Background: an optimization exercise with open tools, aiming at small area, a short achievable clock period and few clock cycles per item. Do not read the settings as production practice. Function was checked by simulation only, so behaviour that the tests miss may differ from the original. No activity file was given, so power comes from the tool's default toggle rates.

==> flow/config.mk <==
export PLATFORM = sky130hd
export DESIGN_NAME = booth
export DESIGN_NICKNAME = booth
export VERILOG_FILES = /design/flow/design.v
export SDC_FILE = /design/flow/constraint.sdc
export NUM_CORES = 4
export LEC_CHECK = 0
export CAP_MARGIN = 20
export CORE_MARGIN = 2
export CORE_UTILIZATION = 40
export SETUP_SLACK_MARGIN = 0.3
export SLEW_MARGIN = 20
export SYNTH_HIERARCHICAL = 1
export SYNTH_MINIMUM_KEEP_SIZE = 0
==> flow/constraint.sdc <==
create_clock -name core_clock -period 4.0 [get_ports {clk}]
set_input_delay 0.8000 -clock core_clock [delete_from_list [all_inputs] [get_ports {clk}]]
set_output_delay 0.8000 -clock core_clock [all_outputs]
set_load 0.01 [all_outputs]
==> flow/design.v <==
module booth (
    input  wire        clk  ,
    input  wire        rst_n,
    input  wire [15:0] x    ,
    input  wire [15:0] y    ,
    input  wire        start,
    output wire [31:0] z    ,
    output wire        busy
);
assign busy = 1'b0;
wire one0, two0;
menc ue0 (.y2(y[1]), .y1(y[0]), .y0(1'b0), .one(one0), .two(two0));
wire one1, two1;
menc ue1 (.y2(y[3]), .y1(y[2]), .y0(y[1]), .one(one1), .two(two1));
wire one2, two2;
menc ue2 (.y2(y[5]), .y1(y[4]), .y0(y[3]), .one(one2), .two(two2));
wire one3, two3;
menc ue3 (.y2(y[7]), .y1(y[6]), .y0(y[5]), .one(one3), .two(two3));
wire one4, two4;
menc ue4 (.y2(y[9]), .y1(y[8]), .y0(y[7]), .one(one4), .two(two4));
wire one5, two5;
menc ue5 (.y2(y[11]), .y1(y[10]), .y0(y[9]), .one(one5), .two(two5));
wire one6, two6;
menc ue6 (.y2(y[13]), .y1(y[12]), .y0(y[11]), .one(one6), .two(two6));
wire one7, two7;
menc ue7 (.y2(y[15]), .y1(y[14]), .y0(y[13]), .one(one7), .two(two7));
wire pp0_0;
mbs upp0_0 (.xj(x[0]), .xm(1'b0), .one(one0), .two(two0), .neg(y[1]), .pp(pp0_0));
wire pp0_1;
mbs upp0_1 (.xj(x[1]), .xm(x[0]), .one(one0), .two(two0), .neg(y[1]), .pp(pp0_1));
wire pp0_2;
mbs upp0_2 (.xj(x[2]), .xm(x[1]), .one(one0), .two(two0), .neg(y[1]), .pp(pp0_2));
wire pp0_3;
mbs upp0_3 (.xj(x[3]), .xm(x[2]), .one(one0), .two(two0), .neg(y[1]), .pp(pp0_3));
wire pp0_4;
mbs upp0_4 (.xj(x[4]), .xm(x[3]), .one(one0), .two(two0), .neg(y[1]), .pp(pp0_4));
wire pp0_5;
mbs upp0_5 (.xj(x[5]), .xm(x[4]), .one(one0), .two(two0), .neg(y[1]), .pp(pp0_5));
wire pp0_6;
mbs upp0_6 (.xj(x[6]), .xm(x[5]), .one(one0), .two(two0), .neg(y[1]), .pp(pp0_6));
wire pp0_7;
mbs upp0_7 (.xj(x[7]), .xm(x[6]), .one(one0), .two(two0), .neg(y[1]), .pp(pp0_7));
wire pp0_8;
mbs upp0_8 (.xj(x[8]), .xm(x[7]), .one(one0), .two(two0), .neg(y[1]), .pp(pp0_8));
wire pp0_9;
mbs upp0_9 (.xj(x[9]), .xm(x[8]), .one(one0), .two(two0), .neg(y[1]), .pp(pp0_9));
wire pp0_10;
mbs upp0_10 (.xj(x[10]), .xm(x[9]), .one(one0), .two(two0), .neg(y[1]), .pp(pp0_10));
wire pp0_11;
mbs upp0_11 (.xj(x[11]), .xm(x[10]), .one(one0), .two(two0), .neg(y[1]), .pp(pp0_11));
wire pp0_12;
mbs upp0_12 (.xj(x[12]), .xm(x[11]), .one(one0), .two(two0), .neg(y[1]), .pp(pp0_12));
wire pp0_13;
mbs upp0_13 (.xj(x[13]), .xm(x[12]), .one(one0), .two(two0), .neg(y[1]), .pp(pp0_13));
wire pp0_14;
mbs upp0_14 (.xj(x[14]), .xm(x[13]), .one(one0), .two(two0), .neg(y[1]), .pp(pp0_14));
wire pp0_15;
mbs upp0_15 (.xj(x[15]), .xm(x[14]), .one(one0), .two(two0), .neg(y[1]), .pp(pp0_15));
wire pp0_16;
mbsn upp0_16 (.xj(x[15]), .xm(x[15]), .one(one0), .two(two0), .neg(y[1]), .pp(pp0_16));
wire s0n;
minv us0n (.a(pp0_16), .y(s0n));
wire pp1_0;
mbs upp1_0 (.xj(x[0]), .xm(1'b0), .one(one1), .two(two1), .neg(y[3]), .pp(pp1_0));
wire pp1_1;
mbs upp1_1 (.xj(x[1]), .xm(x[0]), .one(one1), .two(two1), .neg(y[3]), .pp(pp1_1));
wire pp1_2;
mbs upp1_2 (.xj(x[2]), .xm(x[1]), .one(one1), .two(two1), .neg(y[3]), .pp(pp1_2));
wire pp1_3;
mbs upp1_3 (.xj(x[3]), .xm(x[2]), .one(one1), .two(two1), .neg(y[3]), .pp(pp1_3));
wire pp1_4;
mbs upp1_4 (.xj(x[4]), .xm(x[3]), .one(one1), .two(two1), .neg(y[3]), .pp(pp1_4));
wire pp1_5;
mbs upp1_5 (.xj(x[5]), .xm(x[4]), .one(one1), .two(two1), .neg(y[3]), .pp(pp1_5));
wire pp1_6;
mbs upp1_6 (.xj(x[6]), .xm(x[5]), .one(one1), .two(two1), .neg(y[3]), .pp(pp1_6));
wire pp1_7;
mbs upp1_7 (.xj(x[7]), .xm(x[6]), .one(one1), .two(two1), .neg(y[3]), .pp(pp1_7));
wire pp1_8;
mbs upp1_8 (.xj(x[8]), .xm(x[7]), .one(one1), .two(two1), .neg(y[3]), .pp(pp1_8));
wire pp1_9;
mbs upp1_9 (.xj(x[9]), .xm(x[8]), .one(one1), .two(two1), .neg(y[3]), .pp(pp1_9));
wire pp1_10;
mbs upp1_10 (.xj(x[10]), .xm(x[9]), .one(one1), .two(two1), .neg(y[3]), .pp(pp1_10));
wire pp1_11;
mbs upp1_11 (.xj(x[11]), .xm(x[10]), .one(one1), .two(two1), .neg(y[3]), .pp(pp1_11));
wire pp1_12;
mbs upp1_12 (.xj(x[12]), .xm(x[11]), .one(one1), .two(two1), .neg(y[3]), .pp(pp1_12));
wire pp1_13;
mbs upp1_13 (.xj(x[13]), .xm(x[12]), .one(one1), .two(two1), .neg(y[3]), .pp(pp1_13));
wire pp1_14;
mbs upp1_14 (.xj(x[14]), .xm(x[13]), .one(one1), .two(two1), .neg(y[3]), .pp(pp1_14));
wire pp1_15;
mbs upp1_15 (.xj(x[15]), .xm(x[14]), .one(one1), .two(two1), .neg(y[3]), .pp(pp1_15));
wire pp1_16;
mbsn upp1_16 (.xj(x[15]), .xm(x[15]), .one(one1), .two(two1), .neg(y[3]), .pp(pp1_16));
wire pp2_0;
mbs upp2_0 (.xj(x[0]), .xm(1'b0), .one(one2), .two(two2), .neg(y[5]), .pp(pp2_0));
wire pp2_1;
mbs upp2_1 (.xj(x[1]), .xm(x[0]), .one(one2), .two(two2), .neg(y[5]), .pp(pp2_1));
wire pp2_2;
mbs upp2_2 (.xj(x[2]), .xm(x[1]), .one(one2), .two(two2), .neg(y[5]), .pp(pp2_2));
wire pp2_3;
mbs upp2_3 (.xj(x[3]), .xm(x[2]), .one(one2), .two(two2), .neg(y[5]), .pp(pp2_3));
wire pp2_4;
mbs upp2_4 (.xj(x[4]), .xm(x[3]), .one(one2), .two(two2), .neg(y[5]), .pp(pp2_4));
wire pp2_5;
mbs upp2_5 (.xj(x[5]), .xm(x[4]), .one(one2), .two(two2), .neg(y[5]), .pp(pp2_5));
wire pp2_6;
mbs upp2_6 (.xj(x[6]), .xm(x[5]), .one(one2), .two(two2), .neg(y[5]), .pp(pp2_6));
wire pp2_7;
mbs upp2_7 (.xj(x[7]), .xm(x[6]), .one(one2), .two(two2), .neg(y[5]), .pp(pp2_7));
wire pp2_8;
mbs upp2_8 (.xj(x[8]), .xm(x[7]), .one(one2), .two(two2), .neg(y[5]), .pp(pp2_8));
wire pp2_9;
mbs upp2_9 (.xj(x[9]), .xm(x[8]), .one(one2), .two(two2), .neg(y[5]), .pp(pp2_9));
wire pp2_10;
mbs upp2_10 (.xj(x[10]), .xm(x[9]), .one(one2), .two(two2), .neg(y[5]), .pp(pp2_10));
wire pp2_11;
mbs upp2_11 (.xj(x[11]), .xm(x[10]), .one(one2), .two(two2), .neg(y[5]), .pp(pp2_11));
wire pp2_12;
mbs upp2_12 (.xj(x[12]), .xm(x[11]), .one(one2), .two(two2), .neg(y[5]), .pp(pp2_12));
wire pp2_13;
mbs upp2_13 (.xj(x[13]), .xm(x[12]), .one(one2), .two(two2), .neg(y[5]), .pp(pp2_13));
wire pp2_14;
mbs upp2_14 (.xj(x[14]), .xm(x[13]), .one(one2), .two(two2), .neg(y[5]), .pp(pp2_14));
wire pp2_15;
mbs upp2_15 (.xj(x[15]), .xm(x[14]), .one(one2), .two(two2), .neg(y[5]), .pp(pp2_15));
wire pp2_16;
mbsn upp2_16 (.xj(x[15]), .xm(x[15]), .one(one2), .two(two2), .neg(y[5]), .pp(pp2_16));
wire pp3_0;
mbs upp3_0 (.xj(x[0]), .xm(1'b0), .one(one3), .two(two3), .neg(y[7]), .pp(pp3_0));
wire pp3_1;
mbs upp3_1 (.xj(x[1]), .xm(x[0]), .one(one3), .two(two3), .neg(y[7]), .pp(pp3_1));
wire pp3_2;
mbs upp3_2 (.xj(x[2]), .xm(x[1]), .one(one3), .two(two3), .neg(y[7]), .pp(pp3_2));
wire pp3_3;
mbs upp3_3 (.xj(x[3]), .xm(x[2]), .one(one3), .two(two3), .neg(y[7]), .pp(pp3_3));
wire pp3_4;
mbs upp3_4 (.xj(x[4]), .xm(x[3]), .one(one3), .two(two3), .neg(y[7]), .pp(pp3_4));
wire pp3_5;
mbs upp3_5 (.xj(x[5]), .xm(x[4]), .one(one3), .two(two3), .neg(y[7]), .pp(pp3_5));
wire pp3_6;
mbs upp3_6 (.xj(x[6]), .xm(x[5]), .one(one3), .two(two3), .neg(y[7]), .pp(pp3_6));
wire pp3_7;
mbs upp3_7 (.xj(x[7]), .xm(x[6]), .one(one3), .two(two3), .neg(y[7]), .pp(pp3_7));
wire pp3_8;
mbs upp3_8 (.xj(x[8]), .xm(x[7]), .one(one3), .two(two3), .neg(y[7]), .pp(pp3_8));
wire pp3_9;
mbs upp3_9 (.xj(x[9]), .xm(x[8]), .one(one3), .two(two3), .neg(y[7]), .pp(pp3_9));
wire pp3_10;
mbs upp3_10 (.xj(x[10]), .xm(x[9]), .one(one3), .two(two3), .neg(y[7]), .pp(pp3_10));
wire pp3_11;
mbs upp3_11 (.xj(x[11]), .xm(x[10]), .one(one3), .two(two3), .neg(y[7]), .pp(pp3_11));
wire pp3_12;
mbs upp3_12 (.xj(x[12]), .xm(x[11]), .one(one3), .two(two3), .neg(y[7]), .pp(pp3_12));
wire pp3_13;
mbs upp3_13 (.xj(x[13]), .xm(x[12]), .one(one3), .two(two3), .neg(y[7]), .pp(pp3_13));
wire pp3_14;
mbs upp3_14 (.xj(x[14]), .xm(x[13]), .one(one3), .two(two3), .neg(y[7]), .pp(pp3_14));
wire pp3_15;
mbs upp3_15 (.xj(x[15]), .xm(x[14]), .one(one3), .two(two3), .neg(y[7]), .pp(pp3_15));
wire pp3_16;
mbsn upp3_16 (.xj(x[15]), .xm(x[15]), .one(one3), .two(two3), .neg(y[7]), .pp(pp3_16));
wire pp4_0;
mbs upp4_0 (.xj(x[0]), .xm(1'b0), .one(one4), .two(two4), .neg(y[9]), .pp(pp4_0));
wire pp4_1;
mbs upp4_1 (.xj(x[1]), .xm(x[0]), .one(one4), .two(two4), .neg(y[9]), .pp(pp4_1));
wire pp4_2;
mbs upp4_2 (.xj(x[2]), .xm(x[1]), .one(one4), .two(two4), .neg(y[9]), .pp(pp4_2));
wire pp4_3;
mbs upp4_3 (.xj(x[3]), .xm(x[2]), .one(one4), .two(two4), .neg(y[9]), .pp(pp4_3));
wire pp4_4;
mbs upp4_4 (.xj(x[4]), .xm(x[3]), .one(one4), .two(two4), .neg(y[9]), .pp(pp4_4));
wire pp4_5;
mbs upp4_5 (.xj(x[5]), .xm(x[4]), .one(one4), .two(two4), .neg(y[9]), .pp(pp4_5));
wire pp4_6;
mbs upp4_6 (.xj(x[6]), .xm(x[5]), .one(one4), .two(two4), .neg(y[9]), .pp(pp4_6));
wire pp4_7;
mbs upp4_7 (.xj(x[7]), .xm(x[6]), .one(one4), .two(two4), .neg(y[9]), .pp(pp4_7));
wire pp4_8;
mbs upp4_8 (.xj(x[8]), .xm(x[7]), .one(one4), .two(two4), .neg(y[9]), .pp(pp4_8));
wire pp4_9;
mbs upp4_9 (.xj(x[9]), .xm(x[8]), .one(one4), .two(two4), .neg(y[9]), .pp(pp4_9));
wire pp4_10;
mbs upp4_10 (.xj(x[10]), .xm(x[9]), .one(one4), .two(two4), .neg(y[9]), .pp(pp4_10));
wire pp4_11;
mbs upp4_11 (.xj(x[11]), .xm(x[10]), .one(one4), .two(two4), .neg(y[9]), .pp(pp4_11));
wire pp4_12;
mbs upp4_12 (.xj(x[12]), .xm(x[11]), .one(one4), .two(two4), .neg(y[9]), .pp(pp4_12));
wire pp4_13;
mbs upp4_13 (.xj(x[13]), .xm(x[12]), .one(one4), .two(two4), .neg(y[9]), .pp(pp4_13));
wire pp4_14;
mbs upp4_14 (.xj(x[14]), .xm(x[13]), .one(one4), .two(two4), .neg(y[9]), .pp(pp4_14));
wire pp4_15;
mbs upp4_15 (.xj(x[15]), .xm(x[14]), .one(one4), .two(two4), .neg(y[9]), .pp(pp4_15));
wire pp4_16;
mbsn upp4_16 (.xj(x[15]), .xm(x[15]), .one(one4), .two(two4), .neg(y[9]), .pp(pp4_16));
wire pp5_0;
mbs upp5_0 (.xj(x[0]), .xm(1'b0), .one(one5), .two(two5), .neg(y[11]), .pp(pp5_0));
wire pp5_1;
mbs upp5_1 (.xj(x[1]), .xm(x[0]), .one(one5), .two(two5), .neg(y[11]), .pp(pp5_1));
wire pp5_2;
mbs upp5_2 (.xj(x[2]), .xm(x[1]), .one(one5), .two(two5), .neg(y[11]), .pp(pp5_2));
wire pp5_3;
mbs upp5_3 (.xj(x[3]), .xm(x[2]), .one(one5), .two(two5), .neg(y[11]), .pp(pp5_3));
wire pp5_4;
mbs upp5_4 (.xj(x[4]), .xm(x[3]), .one(one5), .two(two5), .neg(y[11]), .pp(pp5_4));
wire pp5_5;
mbs upp5_5 (.xj(x[5]), .xm(x[4]), .one(one5), .two(two5), .neg(y[11]), .pp(pp5_5));
wire pp5_6;
mbs upp5_6 (.xj(x[6]), .xm(x[5]), .one(one5), .two(two5), .neg(y[11]), .pp(pp5_6));
wire pp5_7;
mbs upp5_7 (.xj(x[7]), .xm(x[6]), .one(one5), .two(two5), .neg(y[11]), .pp(pp5_7));
wire pp5_8;
mbs upp5_8 (.xj(x[8]), .xm(x[7]), .one(one5), .two(two5), .neg(y[11]), .pp(pp5_8));
wire pp5_9;
mbs upp5_9 (.xj(x[9]), .xm(x[8]), .one(one5), .two(two5), .neg(y[11]), .pp(pp5_9));
wire pp5_10;
mbs upp5_10 (.xj(x[10]), .xm(x[9]), .one(one5), .two(two5), .neg(y[11]), .pp(pp5_10));
wire pp5_11;
mbs upp5_11 (.xj(x[11]), .xm(x[10]), .one(one5), .two(two5), .neg(y[11]), .pp(pp5_11));
wire pp5_12;
mbs upp5_12 (.xj(x[12]), .xm(x[11]), .one(one5), .two(two5), .neg(y[11]), .pp(pp5_12));
wire pp5_13;
mbs upp5_13 (.xj(x[13]), .xm(x[12]), .one(one5), .two(two5), .neg(y[11]), .pp(pp5_13));
wire pp5_14;
mbs upp5_14 (.xj(x[14]), .xm(x[13]), .one(one5), .two(two5), .neg(y[11]), .pp(pp5_14));
wire pp5_15;
mbs upp5_15 (.xj(x[15]), .xm(x[14]), .one(one5), .two(two5), .neg(y[11]), .pp(pp5_15));
wire pp5_16;
mbsn upp5_16 (.xj(x[15]), .xm(x[15]), .one(one5), .two(two5), .neg(y[11]), .pp(pp5_16));
wire pp6_0;
mbs upp6_0 (.xj(x[0]), .xm(1'b0), .one(one6), .two(two6), .neg(y[13]), .pp(pp6_0));
wire pp6_1;
mbs upp6_1 (.xj(x[1]), .xm(x[0]), .one(one6), .two(two6), .neg(y[13]), .pp(pp6_1));
wire pp6_2;
mbs upp6_2 (.xj(x[2]), .xm(x[1]), .one(one6), .two(two6), .neg(y[13]), .pp(pp6_2));
wire pp6_3;
mbs upp6_3 (.xj(x[3]), .xm(x[2]), .one(one6), .two(two6), .neg(y[13]), .pp(pp6_3));
wire pp6_4;
mbs upp6_4 (.xj(x[4]), .xm(x[3]), .one(one6), .two(two6), .neg(y[13]), .pp(pp6_4));
wire pp6_5;
mbs upp6_5 (.xj(x[5]), .xm(x[4]), .one(one6), .two(two6), .neg(y[13]), .pp(pp6_5));
wire pp6_6;
mbs upp6_6 (.xj(x[6]), .xm(x[5]), .one(one6), .two(two6), .neg(y[13]), .pp(pp6_6));
wire pp6_7;
mbs upp6_7 (.xj(x[7]), .xm(x[6]), .one(one6), .two(two6), .neg(y[13]), .pp(pp6_7));
wire pp6_8;
mbs upp6_8 (.xj(x[8]), .xm(x[7]), .one(one6), .two(two6), .neg(y[13]), .pp(pp6_8));
wire pp6_9;
mbs upp6_9 (.xj(x[9]), .xm(x[8]), .one(one6), .two(two6), .neg(y[13]), .pp(pp6_9));
wire pp6_10;
mbs upp6_10 (.xj(x[10]), .xm(x[9]), .one(one6), .two(two6), .neg(y[13]), .pp(pp6_10));
wire pp6_11;
mbs upp6_11 (.xj(x[11]), .xm(x[10]), .one(one6), .two(two6), .neg(y[13]), .pp(pp6_11));
wire pp6_12;
mbs upp6_12 (.xj(x[12]), .xm(x[11]), .one(one6), .two(two6), .neg(y[13]), .pp(pp6_12));
wire pp6_13;
mbs upp6_13 (.xj(x[13]), .xm(x[12]), .one(one6), .two(two6), .neg(y[13]), .pp(pp6_13));
wire pp6_14;
mbs upp6_14 (.xj(x[14]), .xm(x[13]), .one(one6), .two(two6), .neg(y[13]), .pp(pp6_14));
wire pp6_15;
mbs upp6_15 (.xj(x[15]), .xm(x[14]), .one(one6), .two(two6), .neg(y[13]), .pp(pp6_15));
wire pp6_16;
mbsn upp6_16 (.xj(x[15]), .xm(x[15]), .one(one6), .two(two6), .neg(y[13]), .pp(pp6_16));
wire pp7_0;
mbs upp7_0 (.xj(x[0]), .xm(1'b0), .one(one7), .two(two7), .neg(y[15]), .pp(pp7_0));
wire pp7_1;
mbs upp7_1 (.xj(x[1]), .xm(x[0]), .one(one7), .two(two7), .neg(y[15]), .pp(pp7_1));
wire pp7_2;
mbs upp7_2 (.xj(x[2]), .xm(x[1]), .one(one7), .two(two7), .neg(y[15]), .pp(pp7_2));
wire pp7_3;
mbs upp7_3 (.xj(x[3]), .xm(x[2]), .one(one7), .two(two7), .neg(y[15]), .pp(pp7_3));
wire pp7_4;
mbs upp7_4 (.xj(x[4]), .xm(x[3]), .one(one7), .two(two7), .neg(y[15]), .pp(pp7_4));
wire pp7_5;
mbs upp7_5 (.xj(x[5]), .xm(x[4]), .one(one7), .two(two7), .neg(y[15]), .pp(pp7_5));
wire pp7_6;
mbs upp7_6 (.xj(x[6]), .xm(x[5]), .one(one7), .two(two7), .neg(y[15]), .pp(pp7_6));
wire pp7_7;
mbs upp7_7 (.xj(x[7]), .xm(x[6]), .one(one7), .two(two7), .neg(y[15]), .pp(pp7_7));
wire pp7_8;
mbs upp7_8 (.xj(x[8]), .xm(x[7]), .one(one7), .two(two7), .neg(y[15]), .pp(pp7_8));
wire pp7_9;
mbs upp7_9 (.xj(x[9]), .xm(x[8]), .one(one7), .two(two7), .neg(y[15]), .pp(pp7_9));
wire pp7_10;
mbs upp7_10 (.xj(x[10]), .xm(x[9]), .one(one7), .two(two7), .neg(y[15]), .pp(pp7_10));
wire pp7_11;
mbs upp7_11 (.xj(x[11]), .xm(x[10]), .one(one7), .two(two7), .neg(y[15]), .pp(pp7_11));
wire pp7_12;
mbs upp7_12 (.xj(x[12]), .xm(x[11]), .one(one7), .two(two7), .neg(y[15]), .pp(pp7_12));
wire pp7_13;
mbs upp7_13 (.xj(x[13]), .xm(x[12]), .one(one7), .two(two7), .neg(y[15]), .pp(pp7_13));
wire pp7_14;
mbs upp7_14 (.xj(x[14]), .xm(x[13]), .one(one7), .two(two7), .neg(y[15]), .pp(pp7_14));
wire pp7_15;
mbs upp7_15 (.xj(x[15]), .xm(x[14]), .one(one7), .two(two7), .neg(y[15]), .pp(pp7_15));
wire pp7_16;
mbsn upp7_16 (.xj(x[15]), .xm(x[15]), .one(one7), .two(two7), .neg(y[15]), .pp(pp7_16));
wire s1, c2;
mha us1 (.a(y[3]), .b(pp0_2), .s(s1), .co(c2));
wire s3, c4;
mha us3 (.a(pp0_3), .b(pp1_1), .s(s3), .co(c4));
wire s5, c6;
mfa us5 (.a(y[5]), .b(pp0_4), .c(pp1_2), .s(s5), .co(c6));
wire s7, c8;
mha us7 (.a(pp2_0), .b(c4), .s(s7), .co(c8));
wire s9, c10;
mfa us9 (.a(pp0_5), .b(pp1_3), .c(pp2_1), .s(s9), .co(c10));
wire s11, c12;
mha us11 (.a(c6), .b(c8), .s(s11), .co(c12));
wire s13, c14;
mfa us13 (.a(y[7]), .b(pp0_6), .c(pp1_4), .s(s13), .co(c14));
wire s15, c16;
mfa us15 (.a(pp2_2), .b(pp3_0), .c(c10), .s(s15), .co(c16));
wire s17, c18;
mha us17 (.a(s13), .b(c12), .s(s17), .co(c18));
wire s19, c20;
mfa us19 (.a(pp0_7), .b(pp1_5), .c(pp2_3), .s(s19), .co(c20));
wire s21, c22;
mfa us21 (.a(pp3_1), .b(c14), .c(s19), .s(s21), .co(c22));
wire s23, c24;
mha us23 (.a(c16), .b(c18), .s(s23), .co(c24));
wire s25, c26;
mfa us25 (.a(y[9]), .b(pp0_8), .c(pp1_6), .s(s25), .co(c26));
wire s27, c28;
mfa us27 (.a(pp2_4), .b(pp3_2), .c(pp4_0), .s(s27), .co(c28));
wire s29, c30;
mfa us29 (.a(c20), .b(s25), .c(s27), .s(s29), .co(c30));
wire s31, c32;
mha us31 (.a(c22), .b(s29), .s(s31), .co(c32));
wire s33, c34;
mfa us33 (.a(pp0_9), .b(pp1_7), .c(pp2_5), .s(s33), .co(c34));
wire s35, c36;
mfa us35 (.a(pp3_3), .b(pp4_1), .c(c26), .s(s35), .co(c36));
wire s37, c38;
mfa us37 (.a(c28), .b(s33), .c(s35), .s(s37), .co(c38));
wire s39, c40;
mha us39 (.a(c30), .b(c32), .s(s39), .co(c40));
wire s41, c42;
mfa us41 (.a(y[11]), .b(pp0_10), .c(pp1_8), .s(s41), .co(c42));
wire s43, c44;
mfa us43 (.a(pp2_6), .b(pp3_4), .c(pp4_2), .s(s43), .co(c44));
wire s45, c46;
mfa us45 (.a(pp5_0), .b(c34), .c(s41), .s(s45), .co(c46));
wire s47, c48;
mfa us47 (.a(s43), .b(c36), .c(s45), .s(s47), .co(c48));
wire s49, c50;
mha us49 (.a(c38), .b(c40), .s(s49), .co(c50));
wire s51, c52;
mfa us51 (.a(pp0_11), .b(pp1_9), .c(pp2_7), .s(s51), .co(c52));
wire s53, c54;
mfa us53 (.a(pp3_5), .b(pp4_3), .c(pp5_1), .s(s53), .co(c54));
wire s55, c56;
mfa us55 (.a(c42), .b(c44), .c(s51), .s(s55), .co(c56));
wire s57, c58;
mfa us57 (.a(s53), .b(c46), .c(s55), .s(s57), .co(c58));
wire s59, c60;
mha us59 (.a(c48), .b(s57), .s(s59), .co(c60));
wire s61, c62;
mfa us61 (.a(y[13]), .b(pp0_12), .c(pp1_10), .s(s61), .co(c62));
wire s63, c64;
mfa us63 (.a(pp2_8), .b(pp3_6), .c(pp4_4), .s(s63), .co(c64));
wire s65, c66;
mfa us65 (.a(pp5_2), .b(pp6_0), .c(c52), .s(s65), .co(c66));
wire s67, c68;
mfa us67 (.a(c54), .b(s61), .c(s63), .s(s67), .co(c68));
wire s69, c70;
mfa us69 (.a(s65), .b(c56), .c(s67), .s(s69), .co(c70));
wire s71, c72;
mha us71 (.a(c58), .b(s69), .s(s71), .co(c72));
wire s73, c74;
mfa us73 (.a(pp0_13), .b(pp1_11), .c(pp2_9), .s(s73), .co(c74));
wire s75, c76;
mfa us75 (.a(pp3_7), .b(pp4_5), .c(pp5_3), .s(s75), .co(c76));
wire s77, c78;
mfa us77 (.a(pp6_1), .b(c62), .c(c64), .s(s77), .co(c78));
wire s79, c80;
mfa us79 (.a(s73), .b(s75), .c(c66), .s(s79), .co(c80));
wire s81, c82;
mfa us81 (.a(s77), .b(c68), .c(s79), .s(s81), .co(c82));
wire s83, c84;
mha us83 (.a(c70), .b(c72), .s(s83), .co(c84));
wire s85, c86;
mfa us85 (.a(y[15]), .b(pp0_14), .c(pp1_12), .s(s85), .co(c86));
wire s87, c88;
mfa us87 (.a(pp2_10), .b(pp3_8), .c(pp4_6), .s(s87), .co(c88));
wire s89, c90;
mfa us89 (.a(pp5_4), .b(pp6_2), .c(pp7_0), .s(s89), .co(c90));
wire s91, c92;
mfa us91 (.a(c74), .b(c76), .c(s85), .s(s91), .co(c92));
wire s93, c94;
mfa us93 (.a(s87), .b(s89), .c(c78), .s(s93), .co(c94));
wire s95, c96;
mfa us95 (.a(s91), .b(c80), .c(s93), .s(s95), .co(c96));
wire s97, c98;
mha us97 (.a(c82), .b(s95), .s(s97), .co(c98));
wire s99, c100;
mfa us99 (.a(pp0_15), .b(pp1_13), .c(pp2_11), .s(s99), .co(c100));
wire s101, c102;
mfa us101 (.a(pp3_9), .b(pp4_7), .c(pp5_5), .s(s101), .co(c102));
wire s103, c104;
mfa us103 (.a(pp6_3), .b(pp7_1), .c(c86), .s(s103), .co(c104));
wire s105, c106;
mfa us105 (.a(c88), .b(c90), .c(s99), .s(s105), .co(c106));
wire s107, c108;
mfa us107 (.a(s101), .b(s103), .c(c92), .s(s107), .co(c108));
wire s109, c110;
mfa us109 (.a(s105), .b(c94), .c(s107), .s(s109), .co(c110));
wire s111, c112;
mha us111 (.a(c96), .b(s109), .s(s111), .co(c112));
wire s113, c114;
mfa us113 (.a(s0n), .b(pp1_14), .c(pp2_12), .s(s113), .co(c114));
wire s115, c116;
mfa us115 (.a(pp3_10), .b(pp4_8), .c(pp5_6), .s(s115), .co(c116));
wire s117, c118;
mfa us117 (.a(pp6_4), .b(pp7_2), .c(c100), .s(s117), .co(c118));
wire s119, c120;
mfa us119 (.a(c102), .b(s113), .c(s115), .s(s119), .co(c120));
wire s121, c122;
mfa us121 (.a(c104), .b(s117), .c(c106), .s(s121), .co(c122));
wire s123, c124;
mfa us123 (.a(s119), .b(c108), .c(s121), .s(s123), .co(c124));
wire s125, c126;
mha us125 (.a(c110), .b(s123), .s(s125), .co(c126));
wire s127, c128;
mfa us127 (.a(s0n), .b(pp1_15), .c(pp2_13), .s(s127), .co(c128));
wire s129, c130;
mfa us129 (.a(pp3_11), .b(pp4_9), .c(pp5_7), .s(s129), .co(c130));
wire s131, c132;
mfa us131 (.a(pp6_5), .b(pp7_3), .c(c114), .s(s131), .co(c132));
wire s133, c134;
mfa us133 (.a(c116), .b(s127), .c(s129), .s(s133), .co(c134));
wire s135, c136;
mfa us135 (.a(c118), .b(s131), .c(c120), .s(s135), .co(c136));
wire s137, c138;
mfa us137 (.a(s133), .b(c122), .c(s135), .s(s137), .co(c138));
wire s139, c140;
mha us139 (.a(c124), .b(s137), .s(s139), .co(c140));
wire s141, c142;
mfa us141 (.a(pp0_16), .b(pp1_16), .c(pp2_14), .s(s141), .co(c142));
wire s143, c144;
mfa us143 (.a(pp3_12), .b(pp4_10), .c(pp5_8), .s(s143), .co(c144));
wire s145, c146;
mfa us145 (.a(pp6_6), .b(pp7_4), .c(c128), .s(s145), .co(c146));
wire s147, c148;
mfa us147 (.a(c130), .b(s141), .c(s143), .s(s147), .co(c148));
wire s149, c150;
mfa us149 (.a(c132), .b(s145), .c(c134), .s(s149), .co(c150));
wire s151, c152;
mfa us151 (.a(s147), .b(c136), .c(s149), .s(s151), .co(c152));
wire s153, c154;
mha us153 (.a(c138), .b(s151), .s(s153), .co(c154));
wire s155;
minv us155 (.a(pp2_15), .y(s155));
wire s156, c157;
mfa us156 (.a(pp3_13), .b(pp4_11), .c(pp5_9), .s(s156), .co(c157));
wire s158, c159;
mfa us158 (.a(pp6_7), .b(pp7_5), .c(s155), .s(s158), .co(c159));
wire s160, c161;
mfa us160 (.a(c142), .b(c144), .c(s156), .s(s160), .co(c161));
wire s162, c163;
mfa us162 (.a(s158), .b(c146), .c(c148), .s(s162), .co(c163));
wire s164, c165;
mfa us164 (.a(s160), .b(c150), .c(s162), .s(s164), .co(c165));
wire s166, c167;
mha us166 (.a(c152), .b(s164), .s(s166), .co(c167));
wire s168, c169;
mfa us168 (.a(pp2_16), .b(pp3_14), .c(pp4_12), .s(s168), .co(c169));
wire s170, c171;
mfa us170 (.a(pp5_10), .b(pp6_8), .c(pp7_6), .s(s170), .co(c171));
wire s172, c173;
mfa us172 (.a(pp2_15), .b(c157), .c(s168), .s(s172), .co(c173));
wire s174, c175;
mfa us174 (.a(s170), .b(c159), .c(c161), .s(s174), .co(c175));
wire s176, c177;
mfa us176 (.a(s172), .b(c163), .c(s174), .s(s176), .co(c177));
wire s178, c179;
mha us178 (.a(c165), .b(s176), .s(s178), .co(c179));
wire s180;
minv us180 (.a(pp3_15), .y(s180));
wire s181, c182;
mfa us181 (.a(pp4_13), .b(pp5_11), .c(pp6_9), .s(s181), .co(c182));
wire s183, c184;
mfa us183 (.a(pp7_7), .b(s180), .c(c169), .s(s183), .co(c184));
wire s185, c186;
mfa us185 (.a(c171), .b(s181), .c(s183), .s(s185), .co(c186));
wire s187, c188;
mfa us187 (.a(c173), .b(c175), .c(s185), .s(s187), .co(c188));
wire s189, c190;
mha us189 (.a(c177), .b(s187), .s(s189), .co(c190));
wire s191, c192;
mfa us191 (.a(pp3_16), .b(pp4_14), .c(pp5_12), .s(s191), .co(c192));
wire s193, c194;
mfa us193 (.a(pp6_10), .b(pp7_8), .c(pp3_15), .s(s193), .co(c194));
wire s195, c196;
mfa us195 (.a(c182), .b(s191), .c(s193), .s(s195), .co(c196));
wire s197, c198;
mfa us197 (.a(c184), .b(s195), .c(c186), .s(s197), .co(c198));
wire s199, c200;
mha us199 (.a(c188), .b(s197), .s(s199), .co(c200));
wire s201;
minv us201 (.a(pp4_15), .y(s201));
wire s202, c203;
mfa us202 (.a(pp5_13), .b(pp6_11), .c(pp7_9), .s(s202), .co(c203));
wire s204, c205;
mfa us204 (.a(s201), .b(c192), .c(c194), .s(s204), .co(c205));
wire s206, c207;
mfa us206 (.a(s202), .b(s204), .c(c196), .s(s206), .co(c207));
wire s208, c209;
mha us208 (.a(s206), .b(c198), .s(s208), .co(c209));
wire s210, c211;
mfa us210 (.a(pp4_16), .b(pp5_14), .c(pp6_12), .s(s210), .co(c211));
wire s212, c213;
mfa us212 (.a(pp7_10), .b(pp4_15), .c(c203), .s(s212), .co(c213));
wire s214, c215;
mfa us214 (.a(s210), .b(c205), .c(s212), .s(s214), .co(c215));
wire s216, c217;
mha us216 (.a(c207), .b(s214), .s(s216), .co(c217));
wire s218;
minv us218 (.a(pp5_15), .y(s218));
wire s219, c220;
mfa us219 (.a(pp6_13), .b(pp7_11), .c(s218), .s(s219), .co(c220));
wire s221, c222;
mfa us221 (.a(c211), .b(s219), .c(c213), .s(s221), .co(c222));
wire s223, c224;
mha us223 (.a(c215), .b(s221), .s(s223), .co(c224));
wire s225, c226;
mfa us225 (.a(pp5_16), .b(pp6_14), .c(pp7_12), .s(s225), .co(c226));
wire s227, c228;
mfa us227 (.a(pp5_15), .b(s225), .c(c220), .s(s227), .co(c228));
wire s229, c230;
mha us229 (.a(s227), .b(c222), .s(s229), .co(c230));
wire s231;
minv us231 (.a(pp6_15), .y(s231));
wire s232, c233;
mfa us232 (.a(pp7_13), .b(s231), .c(c226), .s(s232), .co(c233));
wire s234, c235;
mha us234 (.a(s232), .b(c228), .s(s234), .co(c235));
wire s236, c237;
mfa us236 (.a(pp6_16), .b(pp7_14), .c(pp6_15), .s(s236), .co(c237));
wire s238, c239;
mha us238 (.a(s236), .b(c233), .s(s238), .co(c239));
wire s240;
minv us240 (.a(pp7_15), .y(s240));
wire s241, c242;
mha us241 (.a(s240), .b(c237), .s(s241), .co(c242));
wire s243, c244;
mha us243 (.a(pp7_16), .b(pp7_15), .s(s243), .co(c244));
wire s245;
minv us245 (.a(c244), .y(s245));
wire lp246, lg247;
mha ulp246 (.a(pp0_0), .b(y[1]), .s(lp246), .co(lg247));
wire lp248, lg249;
mha ulp248 (.a(pp1_0), .b(s1), .s(lp248), .co(lg249));
wire lp250, lg251;
mha ulp250 (.a(c2), .b(s3), .s(lp250), .co(lg251));
wire lp252, lg253;
mha ulp252 (.a(s5), .b(s7), .s(lp252), .co(lg253));
wire lp254, lg255;
mha ulp254 (.a(s9), .b(s11), .s(lp254), .co(lg255));
wire lp256, lg257;
mha ulp256 (.a(s15), .b(s17), .s(lp256), .co(lg257));
wire lp258, lg259;
mha ulp258 (.a(s21), .b(s23), .s(lp258), .co(lg259));
wire lp260, lg261;
mha ulp260 (.a(c24), .b(s31), .s(lp260), .co(lg261));
wire lp262, lg263;
mha ulp262 (.a(s37), .b(s39), .s(lp262), .co(lg263));
wire lq264;
mand ulq264 (.a(lp248), .b(pp0_1), .y(lq264));
wire lg265;
mao ulg265 (.g1(lg253), .p1(lp252), .g0(lg251), .g(lg265));
wire lq266;
mand ulq266 (.a(lp252), .b(lp250), .y(lq266));
wire lg267;
mao ulg267 (.g1(lg257), .p1(lp256), .g0(lg255), .g(lg267));
wire lq268;
mand ulq268 (.a(lp256), .b(lp254), .y(lq268));
wire lg269;
mao ulg269 (.g1(lg261), .p1(lp260), .g0(lg259), .g(lg269));
wire lq270;
mand ulq270 (.a(lp260), .b(lp258), .y(lq270));
wire la271;
mand ula271 (.a(pp0_1), .b(lg247), .y(la271));
wire lg272;
mao ulg272 (.g1(lg249), .p1(lq264), .g0(lg247), .g(lg272));
wire lg273;
mao ulg273 (.g1(lg255), .p1(lp254), .g0(lg265), .g(lg273));
wire lq274;
mand ulq274 (.a(lp254), .b(lq266), .y(lq274));
wire lg275;
mao ulg275 (.g1(lg267), .p1(lq268), .g0(lg265), .g(lg275));
wire lq276;
mand ulq276 (.a(lq268), .b(lq266), .y(lq276));
wire lg277;
mao ulg277 (.g1(lg263), .p1(lp262), .g0(lg269), .g(lg277));
wire lq278;
mand ulq278 (.a(lp262), .b(lq270), .y(lq278));
wire lg279;
mao ulg279 (.g1(lg251), .p1(lp250), .g0(lg272), .g(lg279));
wire lg280;
mao ulg280 (.g1(lg265), .p1(lq266), .g0(lg272), .g(lg280));
wire lg281;
mao ulg281 (.g1(lg273), .p1(lq274), .g0(lg272), .g(lg281));
wire lg282;
mao ulg282 (.g1(lg275), .p1(lq276), .g0(lg272), .g(lg282));
wire lg283;
mao ulg283 (.g1(lg259), .p1(lp258), .g0(lg282), .g(lg283));
wire lg284;
mao ulg284 (.g1(lg269), .p1(lq270), .g0(lg282), .g(lg284));
wire lg285;
mao ulg285 (.g1(lg277), .p1(lq278), .g0(lg282), .g(lg285));
wire ls286;
mxor uls286 (.a(pp0_1), .b(lg247), .y(ls286));
wire ls287;
mxor uls287 (.a(lp248), .b(la271), .y(ls287));
wire ls288;
mxor uls288 (.a(lp250), .b(lg272), .y(ls288));
wire ls289;
mxor uls289 (.a(lp252), .b(lg279), .y(ls289));
wire ls290;
mxor uls290 (.a(lp254), .b(lg280), .y(ls290));
wire ls291;
mxor uls291 (.a(lp256), .b(lg281), .y(ls291));
wire ls292;
mxor uls292 (.a(lp258), .b(lg282), .y(ls292));
wire ls293;
mxor uls293 (.a(lp260), .b(lg283), .y(ls293));
wire ls294;
mxor uls294 (.a(lp262), .b(lg284), .y(ls294));
reg [10:0] qlo;
reg [21:0] qa;
reg [20:0] qb;
wire hp295, hg296;
mha uhp295 (.a(qa[0]), .b(qb[0]), .s(hp295), .co(hg296));
wire hp297, hg298;
mha uhp297 (.a(qa[1]), .b(qb[1]), .s(hp297), .co(hg298));
wire hp299, hg300;
mha uhp299 (.a(qa[2]), .b(qb[2]), .s(hp299), .co(hg300));
wire hp301, hg302;
mha uhp301 (.a(qa[3]), .b(qb[3]), .s(hp301), .co(hg302));
wire hp303, hg304;
mha uhp303 (.a(qa[4]), .b(qb[4]), .s(hp303), .co(hg304));
wire hp305, hg306;
mha uhp305 (.a(qa[5]), .b(qb[5]), .s(hp305), .co(hg306));
wire hp307, hg308;
mha uhp307 (.a(qa[6]), .b(qb[6]), .s(hp307), .co(hg308));
wire hp309, hg310;
mha uhp309 (.a(qa[7]), .b(qb[7]), .s(hp309), .co(hg310));
wire hp311, hg312;
mha uhp311 (.a(qa[8]), .b(qb[8]), .s(hp311), .co(hg312));
wire hp313, hg314;
mha uhp313 (.a(qa[9]), .b(qb[9]), .s(hp313), .co(hg314));
wire hp315, hg316;
mha uhp315 (.a(qa[10]), .b(qb[10]), .s(hp315), .co(hg316));
wire hp317, hg318;
mha uhp317 (.a(qa[11]), .b(qb[11]), .s(hp317), .co(hg318));
wire hp319, hg320;
mha uhp319 (.a(qa[12]), .b(qb[12]), .s(hp319), .co(hg320));
wire hp321, hg322;
mha uhp321 (.a(qa[13]), .b(qb[13]), .s(hp321), .co(hg322));
wire hp323, hg324;
mha uhp323 (.a(qa[14]), .b(qb[14]), .s(hp323), .co(hg324));
wire hp325, hg326;
mha uhp325 (.a(qa[15]), .b(qb[15]), .s(hp325), .co(hg326));
wire hp327, hg328;
mha uhp327 (.a(qa[16]), .b(qb[16]), .s(hp327), .co(hg328));
wire hp329, hg330;
mha uhp329 (.a(qa[17]), .b(qb[17]), .s(hp329), .co(hg330));
wire hp331, hg332;
mha uhp331 (.a(qa[18]), .b(qb[18]), .s(hp331), .co(hg332));
wire hp333, hg334;
mha uhp333 (.a(qa[19]), .b(qb[19]), .s(hp333), .co(hg334));
wire hp335, hg336;
mha uhp335 (.a(qa[20]), .b(qb[20]), .s(hp335), .co(hg336));
wire hg337;
mao uhg337 (.g1(hg296), .p1(hp295), .g0(qlo[10]), .g(hg337));
wire hg338;
mao uhg338 (.g1(hg300), .p1(hp299), .g0(hg298), .g(hg338));
wire hq339;
mand uhq339 (.a(hp299), .b(hp297), .y(hq339));
wire hg340;
mao uhg340 (.g1(hg304), .p1(hp303), .g0(hg302), .g(hg340));
wire hq341;
mand uhq341 (.a(hp303), .b(hp301), .y(hq341));
wire hg342;
mao uhg342 (.g1(hg308), .p1(hp307), .g0(hg306), .g(hg342));
wire hq343;
mand uhq343 (.a(hp307), .b(hp305), .y(hq343));
wire hg344;
mao uhg344 (.g1(hg312), .p1(hp311), .g0(hg310), .g(hg344));
wire hq345;
mand uhq345 (.a(hp311), .b(hp309), .y(hq345));
wire hg346;
mao uhg346 (.g1(hg316), .p1(hp315), .g0(hg314), .g(hg346));
wire hq347;
mand uhq347 (.a(hp315), .b(hp313), .y(hq347));
wire hg348;
mao uhg348 (.g1(hg320), .p1(hp319), .g0(hg318), .g(hg348));
wire hq349;
mand uhq349 (.a(hp319), .b(hp317), .y(hq349));
wire hg350;
mao uhg350 (.g1(hg324), .p1(hp323), .g0(hg322), .g(hg350));
wire hq351;
mand uhq351 (.a(hp323), .b(hp321), .y(hq351));
wire hg352;
mao uhg352 (.g1(hg328), .p1(hp327), .g0(hg326), .g(hg352));
wire hq353;
mand uhq353 (.a(hp327), .b(hp325), .y(hq353));
wire hg354;
mao uhg354 (.g1(hg332), .p1(hp331), .g0(hg330), .g(hg354));
wire hq355;
mand uhq355 (.a(hp331), .b(hp329), .y(hq355));
wire hg356;
mao uhg356 (.g1(hg336), .p1(hp335), .g0(hg334), .g(hg356));
wire hq357;
mand uhq357 (.a(hp335), .b(hp333), .y(hq357));
wire hg358;
mao uhg358 (.g1(hg298), .p1(hp297), .g0(hg337), .g(hg358));
wire hg359;
mao uhg359 (.g1(hg338), .p1(hq339), .g0(hg337), .g(hg359));
wire hg360;
mao uhg360 (.g1(hg306), .p1(hp305), .g0(hg340), .g(hg360));
wire hq361;
mand uhq361 (.a(hp305), .b(hq341), .y(hq361));
wire hg362;
mao uhg362 (.g1(hg342), .p1(hq343), .g0(hg340), .g(hg362));
wire hq363;
mand uhq363 (.a(hq343), .b(hq341), .y(hq363));
wire hg364;
mao uhg364 (.g1(hg314), .p1(hp313), .g0(hg344), .g(hg364));
wire hq365;
mand uhq365 (.a(hp313), .b(hq345), .y(hq365));
wire hg366;
mao uhg366 (.g1(hg346), .p1(hq347), .g0(hg344), .g(hg366));
wire hq367;
mand uhq367 (.a(hq347), .b(hq345), .y(hq367));
wire hg368;
mao uhg368 (.g1(hg322), .p1(hp321), .g0(hg348), .g(hg368));
wire hq369;
mand uhq369 (.a(hp321), .b(hq349), .y(hq369));
wire hg370;
mao uhg370 (.g1(hg350), .p1(hq351), .g0(hg348), .g(hg370));
wire hq371;
mand uhq371 (.a(hq351), .b(hq349), .y(hq371));
wire hg372;
mao uhg372 (.g1(hg330), .p1(hp329), .g0(hg352), .g(hg372));
wire hq373;
mand uhq373 (.a(hp329), .b(hq353), .y(hq373));
wire hg374;
mao uhg374 (.g1(hg354), .p1(hq355), .g0(hg352), .g(hg374));
wire hq375;
mand uhq375 (.a(hq355), .b(hq353), .y(hq375));
wire ha376;
mand uha376 (.a(qa[21]), .b(hg356), .y(ha376));
wire hq377;
mand uhq377 (.a(qa[21]), .b(hq357), .y(hq377));
wire hg378;
mao uhg378 (.g1(hg302), .p1(hp301), .g0(hg359), .g(hg378));
wire hg379;
mao uhg379 (.g1(hg340), .p1(hq341), .g0(hg359), .g(hg379));
wire hg380;
mao uhg380 (.g1(hg360), .p1(hq361), .g0(hg359), .g(hg380));
wire hg381;
mao uhg381 (.g1(hg362), .p1(hq363), .g0(hg359), .g(hg381));
wire hg382;
mao uhg382 (.g1(hg318), .p1(hp317), .g0(hg366), .g(hg382));
wire hq383;
mand uhq383 (.a(hp317), .b(hq367), .y(hq383));
wire hg384;
mao uhg384 (.g1(hg348), .p1(hq349), .g0(hg366), .g(hg384));
wire hq385;
mand uhq385 (.a(hq349), .b(hq367), .y(hq385));
wire hg386;
mao uhg386 (.g1(hg368), .p1(hq369), .g0(hg366), .g(hg386));
wire hq387;
mand uhq387 (.a(hq369), .b(hq367), .y(hq387));
wire hg388;
mao uhg388 (.g1(hg370), .p1(hq371), .g0(hg366), .g(hg388));
wire hq389;
mand uhq389 (.a(hq371), .b(hq367), .y(hq389));
wire hg390;
mao uhg390 (.g1(hg334), .p1(hp333), .g0(hg374), .g(hg390));
wire hq391;
mand uhq391 (.a(hp333), .b(hq375), .y(hq391));
wire hg392;
mao uhg392 (.g1(hg356), .p1(hq357), .g0(hg374), .g(hg392));
wire hq393;
mand uhq393 (.a(hq357), .b(hq375), .y(hq393));
wire hg394;
mao uhg394 (.g1(ha376), .p1(hq377), .g0(hg374), .g(hg394));
wire hq395;
mand uhq395 (.a(hq377), .b(hq375), .y(hq395));
wire hg396;
mao uhg396 (.g1(hg310), .p1(hp309), .g0(hg381), .g(hg396));
wire hg397;
mao uhg397 (.g1(hg344), .p1(hq345), .g0(hg381), .g(hg397));
wire hg398;
mao uhg398 (.g1(hg364), .p1(hq365), .g0(hg381), .g(hg398));
wire hg399;
mao uhg399 (.g1(hg366), .p1(hq367), .g0(hg381), .g(hg399));
wire hg400;
mao uhg400 (.g1(hg382), .p1(hq383), .g0(hg381), .g(hg400));
wire hg401;
mao uhg401 (.g1(hg384), .p1(hq385), .g0(hg381), .g(hg401));
wire hg402;
mao uhg402 (.g1(hg386), .p1(hq387), .g0(hg381), .g(hg402));
wire hg403;
mao uhg403 (.g1(hg388), .p1(hq389), .g0(hg381), .g(hg403));
wire hg404;
mao uhg404 (.g1(hg326), .p1(hp325), .g0(hg403), .g(hg404));
wire hg405;
mao uhg405 (.g1(hg352), .p1(hq353), .g0(hg403), .g(hg405));
wire hg406;
mao uhg406 (.g1(hg372), .p1(hq373), .g0(hg403), .g(hg406));
wire hg407;
mao uhg407 (.g1(hg374), .p1(hq375), .g0(hg403), .g(hg407));
wire hg408;
mao uhg408 (.g1(hg390), .p1(hq391), .g0(hg403), .g(hg408));
wire hg409;
mao uhg409 (.g1(hg392), .p1(hq393), .g0(hg403), .g(hg409));
wire hg410;
mao uhg410 (.g1(hg394), .p1(hq395), .g0(hg403), .g(hg410));
wire hs411;
mxor uhs411 (.a(hp295), .b(qlo[10]), .y(hs411));
wire hs412;
mxor uhs412 (.a(hp297), .b(hg337), .y(hs412));
wire hs413;
mxor uhs413 (.a(hp299), .b(hg358), .y(hs413));
wire hs414;
mxor uhs414 (.a(hp301), .b(hg359), .y(hs414));
wire hs415;
mxor uhs415 (.a(hp303), .b(hg378), .y(hs415));
wire hs416;
mxor uhs416 (.a(hp305), .b(hg379), .y(hs416));
wire hs417;
mxor uhs417 (.a(hp307), .b(hg380), .y(hs417));
wire hs418;
mxor uhs418 (.a(hp309), .b(hg381), .y(hs418));
wire hs419;
mxor uhs419 (.a(hp311), .b(hg396), .y(hs419));
wire hs420;
mxor uhs420 (.a(hp313), .b(hg397), .y(hs420));
wire hs421;
mxor uhs421 (.a(hp315), .b(hg398), .y(hs421));
wire hs422;
mxor uhs422 (.a(hp317), .b(hg399), .y(hs422));
wire hs423;
mxor uhs423 (.a(hp319), .b(hg400), .y(hs423));
wire hs424;
mxor uhs424 (.a(hp321), .b(hg401), .y(hs424));
wire hs425;
mxor uhs425 (.a(hp323), .b(hg402), .y(hs425));
wire hs426;
mxor uhs426 (.a(hp325), .b(hg403), .y(hs426));
wire hs427;
mxor uhs427 (.a(hp327), .b(hg404), .y(hs427));
wire hs428;
mxor uhs428 (.a(hp329), .b(hg405), .y(hs428));
wire hs429;
mxor uhs429 (.a(hp331), .b(hg406), .y(hs429));
wire hs430;
mxor uhs430 (.a(hp333), .b(hg407), .y(hs430));
wire hs431;
mxor uhs431 (.a(hp335), .b(hg408), .y(hs431));
wire hs432;
mxor uhs432 (.a(qa[21]), .b(hg409), .y(hs432));
assign z = {hs432, hs431, hs430, hs429, hs428, hs427, hs426, hs425, hs424, hs423, hs422, hs421, hs420, hs419, hs418, hs417, hs416, hs415, hs414, hs413, hs412, hs411, qlo[9], qlo[8], qlo[7], qlo[6], qlo[5], qlo[4], qlo[3], qlo[2], qlo[1], qlo[0]};
always @(posedge clk)
    if (start) begin
        qlo <= {lg285, ls294, ls293, ls292, ls291, ls290, ls289, ls288, ls287, ls286, lp246};
        qa <= {s245, c242, c239, c235, c230, c224, c217, c209, c200, c190, c179, c167, c154, c140, c126, c112, c98, c84, s81, c60, c50, s47};
        qb <= {s243, s241, s238, s234, s229, s223, s216, s208, s199, s189, s178, s166, s153, s139, s125, s111, s97, s83, s71, s59, s49};
    end
endmodule
module menc (input wire y2, input wire y1, input wire y0, output wire one, output wire two);
assign one = y1 ^ y0;
assign two = (y2 & ~y1 & ~y0) | (~y2 & y1 & y0);
endmodule
module mbs (input wire xj, input wire xm, input wire one, input wire two, input wire neg, output wire pp);
assign pp = ((one & xj) | (two & xm)) ^ neg;
endmodule
module mbsn (input wire xj, input wire xm, input wire one, input wire two, input wire neg, output wire pp);
assign pp = ~(((one & xj) | (two & xm)) ^ neg);
endmodule
module mfa (input wire a, input wire b, input wire c, output wire s, output wire co);
assign s  = a ^ b ^ c;
assign co = (a & b) | (a & c) | (b & c);
endmodule
module mha (input wire a, input wire b, output wire s, output wire co);
assign s  = a ^ b;
assign co = a & b;
endmodule
module minv (input wire a, output wire y);
assign y = ~a;
endmodule
module mand (input wire a, input wire b, output wire y);
assign y = a & b;
endmodule
module mxor (input wire a, input wire b, output wire y);
assign y = a ^ b;
endmodule
module mao (input wire g1, input wire p1, input wire g0, output wire g);
assign g = g1 | (p1 & g0);
endmodule
==> flow/flow/run.sh <==
#!/bin/bash
set -euo pipefail
export BUFFER_PORTS_ARGS="-buffer_cell sky130_fd_sc_hd__buf_2"
export PRE_FLOORPLAN_TCL="$PWD/flow/downsize.tcl"
bash standard.sh > standard.log 2>&1
==> flow/flow/downsize.tcl <==
# Start the layout from the smallest drive strength of each combinational
# cell that synthesis picked; timing repair later sizes up what it needs.
set db [ord::get_db]
set block [ord::get_db_block]
set n 0
foreach inst [$block getInsts] {
  set m [[$inst getMaster] getName]
  if {![regexp {^(sky130_fd_sc_hd__([a-z0-9]+))_([0-9]+)$} $m -> base short drive]} { continue }
  if {[regexp {^(s?e?df|dl|conb|tap|fill|decap|clk)} $short]} { continue }
  foreach d {0 1 2} {
    if {$d >= $drive} { break }
    set cand ${base}_$d
    set cm [$db findMaster $cand]
    if {$cm eq "NULL" || $cm eq ""} { continue }
    replace_cell [$inst getName] $cand
    incr n
    break
  }
}
puts "downsize.tcl: resized $n instances"
==> flow/standard.sh <==
#!/bin/bash
# synth_recipe.tcl (not shown) runs the flow's synth.tcl, then flattens the netlist and writes it again
# the make line also repeats each setting of config.mk as NAME=value (left out here)
make -C /OpenROAD-flow-scripts/flow DESIGN_CONFIG=/design/flow/config.mk WORK_HOME=/design/flow/orfs CLKGATE_MAP_FILE= SYNTH_SCRIPT=/design/flow/synth_recipe.tcl "${@:-finish}"
==> results by group, run 1 <==
Critical path
  • CP Max Fanout: 6
  • Crit. End Element: flop
  • CP required: a little over 4 ns
  • Setup CP Type: in -> reg
  • Worst path top cell family by delay: adder cells
  • Worst EP arrival: approximately 3.9 ns
  • Startpoint Class: input pin
  • Buffers & Inverters on Critical Path: 5
  • CP max stage delay: roughly 0.47 ns
  • CP max stage cell: fa_1
  • Crit path cell chain: buf_12 -> buf_6 -> o22ai_4 -> buf_6 -> buf_12 -> buf_16 -> a22oi_1 -> xnor2_1 -> fa_2 -> fa_1 -> fa_1 -> fa_1 -> ha_1
  • Most used cell along the critical path: fa_1

Route
  • DR vias/cell: about 5.7
  • Post-route DRC: 0
  • Initial DRC Count: 490
  • DR vias: slightly above 6k
  • WL/cell: roughly 20 microns
  • Wirelength, routed: ~21 mm
  • Routed Antenna Nets: 0
  • First-pass detailed-route iteration total: 5

Timing
  • TNS Setup: 0 ns
  • Hold slack: 1.13 ns
  • RSZ-0062 raised after global routing: yes
  • Endpoints failing setup: 0
  • Final Hold Vio Count: 0
  • Peak Freq: between 200 and 300 MHz
  • Slew Limit Fails: 0
  • Worst-margin pin slew: 0.980 ns
  • Relative slew margins: 0.347
  • Post-route clock period utilization: 0.959
  • Final min period: ~3.8 ns

Global routing
  • Antenna violations before repair: 0
  • Pin count of the biggest net entering global routing: 40
  • Vias in the first global route: 6359
  • First-pass GRT wire length: about 33 mm
  • Overflow left after global routing: 0
  • Total track usage: 0.211

Placement
  • Detailed placement HPWL: between 15 and 20 mm
  • GPL Wtd Cong: 0.879
  • Buffers on Ports: between 60 and 70

Clocking
  • CTS Hold Bufs: 0
  • Clock slew at reported path FFs: about 0.070 ns
  • Sink Count: 54
  • Clock tree buffer depth: 2
  • H-tree depth: 2
  • TritonCTS clock tree: yes
  • CTS root buf: clkbuf_16
  • Num CTS Buffers: 5

Die
  • Placement row count: 50
  • Die width: around 140 microns
  • Die area: 20200 sq um
  • Die Ht: ~140 microns
  • Top-Level Pins: between 60 and 70
  • Core Region: around 19000 sq um
  • Starting Density: 0.409

Layout
  • Commonest non-fill, non-tap cell in the layout: xnor2_1
  • Layout cells sized above 1: 0.356
  • Diode count: 0
  • Most frequent cells in the layout: xnor2_1, a22oi_1, buf_4
  • Final net count: about 1.0k

Power and ir drop
  • VDD IR max: around 0.34 mV
  • PwrDens: between 700 and 800 nW/um^2
  • LEAKAGE: 4.18 nW

Flow run
  • Max Cap Viol: 0

Synthesis
  • Synth warnings: 7
  • Mapped Cells: 671

Hold path
  • Worst Hold Class: in -> reg

Run status
  • Outcome: complete, no violations
[registers in the layout, indices dropped and copies added (netlist names)]
register  cells
qb           21
qa           22
qlo          11
[layer usage]
| layer | part of all wire | track usage | vias to the layer above |
|---|---|---|---|
| met3 | 0.056 | 0.0279 | 26 |
| met1 | 0.43 | 0.280 | 3087 |
| met2 | 0.50 | 0.366 | 215 |
| met5 | 0 | 0 | - |
| met4 | 0.016 | 0.0542 | 0 |
| li1 | - | - | 2740 |
[metrics by stage]
stage / utilization / instances / worst slack, ns / instance area (sq um) / total power, mW
after floorplan: - / 682 / 0.105 / 8040 / 5.00
after global placement: 0.491 / 1019 / -0.321 / 9180 / 6.26
after detailed placement: 0.491 / 1019 / -0.350 / 9180 / 6.46
after CTS: 0.526 / 1047 / 0.197 / 9840 / 7.18
after global routing: 0.549 / 1061 / 0.0599 / 10300 / 8.06
final: 0.549 / 1061 / 0.164 / 10300 / 7.26
[worst min-delay path, cell delays in order]
cell and delay (ns):
buf_12 0.09, buf_4 0.27, ha_1 0.17
[report_power, final]
group,internal (mW),switching (mW)
combinational,2.71,2.80
sequential,1.22,0.0771
clock,0.233,0.225
[repair_timing]
action,4_1_cts,5_1_grt
gates resized for setup,60,59
setup buffers,18,12
pin swaps,39,55
cloned,2,2
endpoints found under the setup margin,24,24
endpoints found under the hold margin,0,0
[cell type report]
class | count | area, sq um
timing repair buffer | 170 | 1520
sequential | 54 | 1620
fill | 1554 | 8440
inverter | 8 | 30.0
clock inverter | 3 | 20.0
clock buffer | 5 | 125
multi-input combinational | 587 | 6660
tap | 234 | 293
[path summary, 6_finish.rpt]
check             cells past startpoint  slack, ns               end  from
setup / recovery                     13       0.16   qb[4]$_DFFE_PP_  y[1]
hold / removal                        3       1.13  qlo[0]$_DFFE_PP_  y[1]
Testbench counts, summed over its fixed seeds: cycles 3,200, items 3,200.
==> run 2, diff against run 1 <==
--- a/flow/config.mk
+++ b/flow/config.mk
@@ -10,3 +10,3 @@
 export CORE_UTILIZATION = 40
-export SETUP_SLACK_MARGIN = 0.3
+export SETUP_SLACK_MARGIN = 0.6
 export SLEW_MARGIN = 20
==> run 2 against run 1 <==
Compared with the run above: combinational power is 9.6% higher; clock power decreased by 1%; non-clock buffer count is 25 higher; setup slack worse by 0.049 ns; global-route usage rose by 0.94 points; design area up 6.6%; critical path depth decreased by 1; cell count increased by 2.5%; utilization rose by 3.6 points; count of clock-buffer cells in the layout unchanged; total power increased by 7.3%; die area unchanged; largest cell class unchanged.
==> results by group, run 2 <==
Run status
  • Outcome: complete, no violations

Route
  • First-pass detailed-route iteration total: 9 (+4)
  • Post-route DRC: 0 (unchanged)
  • DR vias: 6177 (+1.8%)
  • Initial DRC Count: 316 (-36%)
  • DR vias/cell: 5.68 (-0.64%)
  • Wirelength, routed: 21.9 mm (+3.6%)
  • WL/cell: 20.2 microns (+1.2%)
  • Routed Antenna Nets: 0 (unchanged)

Timing
  • Post-route clock period utilization: 0.971 (+0.0122)
  • Endpoints failing setup: 0 (unchanged)
  • Final Hold Vio Count: 0 (unchanged)
  • Final min period: 3.88 ns (+0.0486 ns)
  • TNS Setup: 0 ns (unchanged)
  • RSZ-0062 raised after global routing: yes
  • Peak Freq: 257 MHz (-1.3%)
  • Slew Limit Fails: 0 (unchanged)
  • Worst-margin pin slew: 0.956 ns (-0.0238 ns)
  • Relative slew margins: 0.363 (+0.0159)

Die
  • Starting Density: 0.409 (unchanged)
  • Die Ht: 142 microns (unchanged)
  • Die width: 142 microns (unchanged)
  • Placement row count: 50 (unchanged)
  • Core Region: 18700 sq um (unchanged)
  • Die area: 20200 sq um (unchanged)
  • Top-Level Pins: 68 (unchanged)

Global routing
  • First-pass GRT wire length: 34.8 mm (+4.5%)
  • Total track usage: 0.220 (+0.00940)
  • Pin count of the biggest net entering global routing: 41 (+2.5%)
  • Overflow left after global routing: 0 (unchanged)
  • Vias in the first global route: 6581 (+3.5%)
  • Antenna violations before repair: 0 (unchanged)

Critical path
  • Worst path top cell family by delay: adder cells
  • Buffers & Inverters on Critical Path: 4 (-1)
  • Crit. End Element: flop
  • CP Max Fanout: 4 (-2)
  • Setup CP Type: in -> reg
  • Most used cell along the critical path: fa_2
  • Startpoint Class: input pin
  • CP Depth: 12 (-1)
  • CP max stage cell: fa_2
  • CP max stage delay: 0.58 ns (+0.11 ns)
  • Crit path cell chain: buf_12 -> buf_6 -> o22ai_4 -> buf_12 -> buf_4 -> a22oi_2 -> xnor2_2 -> fa_2 -> fa_2 -> fa_2 -> fa_2 -> ha_4
  • CP required: 4.07 ns (about the same)
  • Worst EP arrival: 3.95 ns (+0.06 ns)

Synthesis
  • Mapped Cells: 671 (unchanged)
  • Synth warnings: 7 (unchanged)

Clocking
  • Num CTS Buffers: 5 (unchanged)
  • TritonCTS clock tree: yes
  • CTS root buf: clkbuf_16
  • H-tree depth: 2 (unchanged)
  • Clock tree buffer depth: 2 (unchanged)
  • Clock slew at reported path FFs: 0.07 ns (about the same)
  • Sink Count: 54 (unchanged)

Power and ir drop
  • Total Power: 7.79 mW (+7.3%)
  • LEAKAGE: 4.42 nW (+5.8%)
  • PwrDens: 712 nW/um^2 (+0.68%)
  • VDD IR max: 0.380 mV (+12%)

Layout
  • Layout cells sized above 1: 0.429 (+0.0736)
  • Commonest non-fill, non-tap cell in the layout: xnor2_1
  • Most frequent cells in the layout: xnor2_1, a22oi_1, buf_4
  • Post-Route Utilization: 0.585 (+0.0360)
  • Diode count: 0 (unchanged)
  • Layout fillers: 1477 (-5.0%)
  • Largest registers: qa x22, qb x21, qlo x11
  • Max FFs per register: 22 (unchanged)
  • Final net count: 1036 (+2.6%)
  • Largest Register: qa

Placement
  • Detailed placement HPWL: 15.1 mm (-0.94%)
  • GPL Wtd Cong: 0.906 (+3.1%)
  • Buffers on Ports: 65 (unchanged)

Hold path
  • Hold depth: 1 (-2)
  • Hold endpoint: qb[18]$_DFFE_PP_
  • Worst Hold Class: in -> reg
  • Hold Path Origin: start

Flow run
  • Max Cap Viol: 0 (unchanged)
-- run 2: per-stage QoR --
step	cells	area, sq um	hold slack (ns)	setup WS [ns]
2_1_floorplan	682	8060	0.912	0.105
3_3_place_gp	1028	9260	1.21	-0.302
3_5_place_dp	1028	9260	1.21	-0.353
4_1_cts	1072	10400	1.22	0.0991
5_1_grt	1087	10900	1.26	0.0469
6_report	1087	10900	1.20	0.116
-- run 2: where the power goes --
group	switching (mW)	internal, mW
logic	2.99	3.05
clock network	0.219	0.233
registers	0.0773	1.22
total	3.29	4.50
-- run 2: repair_timing --
item                                    4_1_cts  5_1_grt
endpoints found under the setup margin       42       42
buffers inserted                             30       14
gates resized for setup                     124       69
pin swaps                                    60       65
hold buffers                                  0        0
cloned                                        6        1
-- run 2: area by class of cell --
cell class	instances	area, sq um	share of cell area
Clock buffer	5	125	0.0114
Tap cell	234	293	0.0268
Multi-Input combinational cell	588	6980	0.638
Inverter	8	30.0	0.00274
Sequential cell	54	1620	0.148
Clock inverter	3	20.0	0.00183
Timing Repair Buffer	195	1870	0.171
-- run 2: metal layers --
layer,GRT usage,vias to the layer above,part of all wire
met5,0,-,0
met4,0.0742,0,0.022
met3,0.0347,36,0.059
met2,0.368,200,0.50
met1,0.294,3144,0.42
li1,-,2797,-
-- run 2: worst max path at each step --
stage	from	to	slack, ns
floorplan	y[2]	qb[7]$_DFFE_PP_	0.10
global placement	y[5]	qb[7]$_DFFE_PP_	-0.30
detailed placement	y[5]	qb[6]$_DFFE_PP_	-0.35
CTS	y[2]	qb[6]$_DFFE_PP_	0.1
global route	y[1]	qb[7]$_DFFE_PP_	0.05
finish	y[1]	qb[6]$_DFFE_PP_	0.12

-- separate check: timing with driven ports --
In the flow no input, the clock included, has a driving cell. The finished layouts below were timed again as built, in two steps. Step 1 sets driving cells, clkbuf_16 on the clock port and buf_2 on the other inputs (assumed; they add their load-dependent delay and slew). Step 2, shift: input delay + t, output delay - t, t = (earliest + latest rising clock arrival at the registers) / 2. This alone moves slack from input paths to output paths. Slacks: no drivers / after step 1 / after step 2; pairs: no drivers / after step 1.
| run | t, ns | setup slack, ns | worst setup path at the end | latest minus earliest clock arrival (ns) | worst data-port slew with drivers (ns) |
|---|---|---|---|---|---|
| run 1 | 0.349 | 0.164 / 0.149 / -0.200 | input to register | 0.006 / 0.006 | 0.08 |
| run 2 | 0.352 | 0.116 / 0.112 / -0.241 | input to register | 0.006 / 0.007 | 0.07 |
With both steps, setup timing fails in run 1 and run 2, where it was met with ideal ports. The setup slack of run 1, which loses most, moves by -0.015 ns with the drivers and by -0.364 ns with both steps.
